This is an optimization exercise on Yosys and OpenROAD, whose aim is small area, a short achievable clock period and few clock cycles, not a production implementation.
At most, simulation tests tie the RTL to the original design; equivalence was not proved.
Power and IR drop assume default switching activity.

==> willow <==
## RV32i_top
module RV32i_top (
    input  logic        clk_i,
    input  logic        resetn_i,
    input  logic        imem_valid_i,
    output logic [31:0] imem_add_o,
    input  logic [31:0] imem_data_i,
    output logic [31:0] dmem_add_o,
    input  logic [31:0] dmem_do_i,
    output logic [31:0] dmem_di_o,
    output logic        dmem_we_o,
    output logic        dmem_re_o,
    output logic [ 3:0] dmem_ble_o
);
  logic [11:0] pc_q;   
  logic        ex_wb_q, ex_load_q, ex_store_q, ex_branch_q, ex_jalr_q, ex_link_q;
  logic        ex_pred_q;   
  logic        ex_back_q;   
  logic [3:0] ex_hidx_q;   
  logic        ex_kill_q;   
  logic [ 4:0] ex_rd_q;
  logic [ 2:0] ex_f3_q;
  logic [31:0] ex_a_q, ex_b_q, ex_sd_q;
  logic [11:0] ex_alt_q;   
  logic ex_sub_q, ex_add_q, ex_slt_q, ex_sltu_q, ex_xor_q, ex_or_q, ex_and_q;
  logic ex_sll_q, ex_sr_q, ex_arith_q;
  logic [ 4:0] ex_shamt_q;   
  logic        mem_wb_q, mem_load_q, mem_store_q;
  logic [ 4:0] mem_rd_q;
  logic [ 2:0] mem_f3_q;
  logic [31:0] mem_res_q, mem_sd_q;
  logic [ 3:0] mem_ble_q;
  logic ex_wb, ex_load, ex_store, ex_branch, ex_jalr;
  assign ex_wb     = ex_wb_q & ~ex_kill_q;
  assign ex_load   = ex_load_q & ~ex_kill_q;
  assign ex_store  = ex_store_q & ~ex_kill_q;
  assign ex_branch = ex_branch_q & ~ex_kill_q;
  assign ex_jalr   = ex_jalr_q & ~ex_kill_q;
  logic [31:0] ld_data, wb_data;
  RV32i_load_fmt u_ldfmt (
      .f3_i  (mem_f3_q),
      .addr_i(mem_res_q[1:0]),
      .word_i(dmem_do_i),
      .data_o(ld_data)
  );
  assign wb_data = mem_load_q ? ld_data : mem_res_q;
  assign dmem_add_o = mem_res_q;
  assign dmem_di_o  = mem_sd_q;
  assign dmem_ble_o = mem_ble_q;
  assign dmem_we_o  = mem_store_q;
  assign dmem_re_o  = mem_load_q;
  logic [31:0] ins;
  logic [ 4:0] rs1, rs2, rd;
  logic uses_rs1, uses_rs2, b_is_rs2, a_is_pc, a_is_zero, d_wb, d_load, d_store;
  logic d_branch, d_jal, d_jalr;
  logic [31:0] imm;
  logic d_sub, d_add, d_slt, d_sltu, d_xor, d_or, d_and, d_sll, d_sr, d_arith;
  assign ins = imem_data_i;
  ...
Settings: LEC_CHECK=0, CAP_MARGIN=20, CORE_MARGIN=2, CORE_UTILIZATION=40, CTS_BUF_LIST=sky130_fd_sc_hd__clkbuf_8, CTS_CLUSTER_DIAMETER=100, CTS_CLUSTER_SIZE=12, SETUP_SLACK_MARGIN=5, SLEW_MARGIN=20; clock period 10.0 ns.
run.sh (not shown) runs the stock make flow with config.mk's settings and CLKGATE_MAP_FILE= SYNTH_SCRIPT=/design/flow/synth_recipe.tcl, a recipe that flattens the netlist after the stock synthesis.
==> violet: changes against willow <==
--- a/flow/design.v
+++ b/flow/design.v
@@ -195,22 +195,22 @@
     output logic        dmem_re_o,
     output logic [ 3:0] dmem_ble_o
 );
   logic [11:0] pc_q;   
   logic        ex_wb_q, ex_load_q, ex_store_q, ex_branch_q, ex_jalr_q, ex_link_q;
+  logic        ex_re_q;   
   logic        ex_pred_q;   
-  logic        ex_back_q;   
-  logic [3:0] ex_hidx_q;   
+  logic        ex_addt_q;   
   logic        ex_kill_q;   
   logic [ 4:0] ex_rd_q;
   logic [ 2:0] ex_f3_q;
   logic [31:0] ex_a_q, ex_b_q, ex_sd_q;
   logic [11:0] ex_alt_q;   
   logic ex_sub_q, ex_add_q, ex_slt_q, ex_sltu_q, ex_xor_q, ex_or_q, ex_and_q;
   logic ex_sll_q, ex_sr_q, ex_arith_q;
   logic [ 4:0] ex_shamt_q;   
-  logic        mem_wb_q, mem_load_q, mem_store_q;
+  logic        mem_wb_q, mem_load_q, mem_store_q, mem_re_q;
   logic [ 4:0] mem_rd_q;
   logic [ 2:0] mem_f3_q;
   logic [31:0] mem_res_q, mem_sd_q;
   logic [ 3:0] mem_ble_q;
   logic ex_wb, ex_load, ex_store, ex_branch, ex_jalr;
@@ -229,11 +229,11 @@
   assign wb_data = mem_load_q ? ld_data : mem_res_q;
   assign dmem_add_o = mem_res_q;
   assign dmem_di_o  = mem_sd_q;
   assign dmem_ble_o = mem_ble_q;
   assign dmem_we_o  = mem_store_q;
-  assign dmem_re_o  = mem_load_q;
+  assign dmem_re_o  = mem_re_q;
   logic [31:0] ins;
   logic [ 4:0] rs1, rs2, rd;
   logic uses_rs1, uses_rs2, b_is_rs2, a_is_pc, a_is_zero, d_wb, d_load, d_store;
   logic d_branch, d_jal, d_jalr;
   logic [31:0] imm;
@@ -284,24 +284,22 @@
   logic [31:0] res;
   assign fwd1 = ex_wb && rs1 == ex_rd_q;
   assign fwd2 = ex_wb && rs2 == ex_rd_q;
   logic stall;
   assign stall = ex_load && ((uses_rs1 && rs1 == ex_rd_q) || (uses_rs2 && rs2 == ex_rd_q));
-  logic redirect, taken;
+  logic redirect;
   logic [11:0] redirect_pc;
   logic [11:0] pc_inc, tgt_j, tgt_b, pc_fd;
-  logic pred_taken, rd_nz, d_shift;
-  logic [15:0] bht_q;
-  always_ff @(posedge clk_i or negedge resetn_i) begin
-    if (!resetn_i) bht_q <= '0;
-    else if (ex_branch && !ex_back_q) bht_q[ex_hidx_q] <= taken;
-  end
-  assign pred_taken = d_branch & (ins[31] | bht_q[pc_q[3:0]]);
+  logic pred_taken, rd_nz, d_shift, jalr_early;
+  logic [13:0] jalr_tgt;
+  assign pred_taken = d_branch & ins[31];   
   assign tgt_j  = pc_q + {ins[13:12], ins[20], ins[30:22]};
   assign tgt_b  = pc_q + {ins[31], ins[31], ins[7], ins[30:25], ins[11:9]};
   assign pc_inc = pc_q + 12'd1;
-  assign pc_fd  = d_jal ? tgt_j : pred_taken ? tgt_b : pc_inc;
+  assign jalr_early = d_jalr & ex_wb & ex_addt_q & (rs1 == ex_rd_q);
+  assign jalr_tgt   = ex_a_q[13:0] + ex_b_q[13:0] + {{2{ins[31]}}, ins[31:20]};
+  assign pc_fd  = d_jal ? tgt_j : pred_taken ? tgt_b : jalr_early ? jalr_tgt[13:2] : pc_inc;
   logic go;   
   assign go = imem_valid_i & ~stall;
   always_ff @(posedge clk_i or negedge resetn_i) begin
     if (!resetn_i) pc_q <= 12'd0;
     else if (redirect) pc_q <= redirect_pc;
@@ -312,28 +310,29 @@
   assign d_shift = d_sll | d_sr;
   always_ff @(posedge clk_i or negedge resetn_i) begin
     if (!resetn_i) begin
       ex_wb_q     <= 1'b0;
       ex_load_q   <= 1'b0;
+      ex_re_q     <= 1'b0;
       ex_store_q  <= 1'b0;
       ex_branch_q <= 1'b0;
       ex_jalr_q   <= 1'b0;
       ex_kill_q   <= 1'b0;
     end else begin
       ex_kill_q   <= redirect;
       ex_wb_q     <= go & d_wb & rd_nz;
       ex_load_q   <= go & d_load & rd_nz;
+      ex_re_q     <= go & d_load;
       ex_store_q  <= go & d_store;
       ex_branch_q <= go & d_branch;
-      ex_jalr_q   <= go & d_jalr;
+      ex_jalr_q   <= go & d_jalr & ~jalr_early;
     end
   end
   always_ff @(posedge clk_i) begin
     ex_link_q  <= d_jal | d_jalr;
     ex_pred_q  <= pred_taken;
-    ex_back_q  <= ins[31];
-    ex_hidx_q  <= pc_q[3:0];
+    ex_addt_q  <= d_add & ~d_sub & ~d_load & ~d_jal & ~d_jalr;
     ex_rd_q    <= rd;
     ex_f3_q    <= ins[14:12];
     ex_a_q     <= (fwd1 && uses_rs1) ? res
                 : a_is_zero ? 32'd0 : a_is_pc ? {18'd0, pc_q, 2'b00} : rs1_val;
     ex_b_q     <= (fwd2 && b_is_rs2) ? res : b_is_rs2 ? rs2_val : imm;
@@ -352,11 +351,11 @@
     ex_sr_q    <= d_sr;
     ex_arith_q <= d_arith;
   end
   logic [31:0] a, b, sd, alu_res, sum;
   logic [ 4:0] shamt;
-  logic eq, lt, ltu, cond;
+  logic eq, lt, ltu, cond, taken;
   assign a     = ex_a_q;
   assign b     = ex_b_q;
   assign sd    = ex_sd_q;
   assign shamt = ex_shamt_q;
   alu u_alu (
@@ -396,14 +395,16 @@
   always_ff @(posedge clk_i or negedge resetn_i) begin
     if (!resetn_i) begin
       mem_wb_q    <= 1'b0;
       mem_load_q  <= 1'b0;
       mem_store_q <= 1'b0;
+      mem_re_q    <= 1'b0;
     end else begin
       mem_wb_q    <= ex_wb;
       mem_load_q  <= ex_load;
       mem_store_q <= ex_store;
+      mem_re_q    <= ex_re_q & ~ex_kill_q;
     end
   end
   always_ff @(posedge clk_i) begin
     mem_rd_q  <= ex_rd_q;
     mem_f3_q  <= ex_f3_q;
==> flow/flow/run.sh (new file) <==
#!/bin/bash
# Layout: the standard flow (standard.sh), with the timing-repair knobs
# from flow/knobs.sh exported to ORFS. Each tool's output is in standard.log
# here and in ORFS's own logs under orfs/logs.
set -euo pipefail
source flow/knobs.sh
bash standard.sh > standard.log 2>&1
==> flow/flow/knobs.sh (new file) <==
export SETUP_SLACK_MARGIN=6.0
export BUFFER_PORTS_ARGS="-buffer_cell sky130_fd_sc_hd__buf_2"
==> flow/standard.sh (new file) <==
#!/bin/bash
# synth_recipe.tcl (not shown) runs the flow's synth.tcl, then flattens the netlist and writes it again
# the make line also repeats each setting of config.mk as NAME=value (left out here)
make -C /OpenROAD-flow-scripts/flow DESIGN_CONFIG=/design/flow/config.mk WORK_HOME=/design/flow/orfs CLKGATE_MAP_FILE= SYNTH_SCRIPT=/design/flow/synth_recipe.tcl "${@:-finish}"
--- a/flow/config.mk
+++ b/flow/config.mk
@@ -9,7 +9,6 @@
 export CORE_MARGIN = 2
 export CORE_UTILIZATION = 40
 export CTS_BUF_LIST = sky130_fd_sc_hd__clkbuf_8
 export CTS_CLUSTER_DIAMETER = 100
 export CTS_CLUSTER_SIZE = 12
-export SETUP_SLACK_MARGIN = 5
 export SLEW_MARGIN = 20
removed: flow/run.sh
==> notes <==
willow finished with timing, DRC and antenna clean. violet went through all stages and came out clean.
Against violet, the non-clock buffer count of willow is lower by 39.
In violet the die area is lower than in willow, by 1.2%.
Against willow, the sequential cell count of violet is lower by 18.
Between violet and willow, the lower power is in willow (gap 1.0%, measured against willow).
Critical path depth: willow is lower than violet (2).
==> figures <==
metric                                                             willow          violet
Result of the run                                          finished clean  finished clean
Count of different cell masters after synthesis                        87              79
Min Hold Slack                                                     349 ps          385 ps
Synth top area share                                                50.2%           50.8%
Power consumed by sequential cells                                6.81 mW         6.73 mW
Total of plain and repair buffers excluding clock buffers             368             407
Start of the worst register-to-register path                     ex_sub_q       ex_a_q[9]
Worst Hold End                                                mem_rd_q[0]     mem_sd_q[7]
Largest net degree at the start of global routing                      48              58
Final total power                                                 13.0 mW         13.1 mW
Number of sequential cells in the layout                            1,243           1,225
Nature of the critical path startpoint                         input port        register
Testbench counts of willow, summed over its fixed seeds: cycles 70,366.
No functional check of the RTL was part of violet.

[re-timing with driven ports]
The results above use ideal ports. As a check the final layouts listed here were re-extracted and re-timed, cells and wires unchanged. Step 1: set_driving_cell puts a clkbuf_16 on clk_i and a buf_2 on each other input, an assumption about the parent block. Step 2 times the ports against the registers' clock, not the clock port: input delays grow and output delays shrink by t, the midpoint of the rising clock arrivals with the driver on. a / b / c = no drivers / after step 1 / after step 2; a / b = the first two.
run	t, ns	setup slack, ns	latest minus earliest clock arrival (ns)	worst slew at a driven data input, ns
willow	0.958	4.773 / 4.795 / 3.837	0.102 / 0.102	0.15
violet	0.966	5.686 / 5.686 / 4.849	0.073 / 0.073	0.09
After both steps setup and hold are still met in every run listed. The setup slack of willow, which loses most, moves by +0.022 ns with the drivers and by -0.936 ns with both steps.
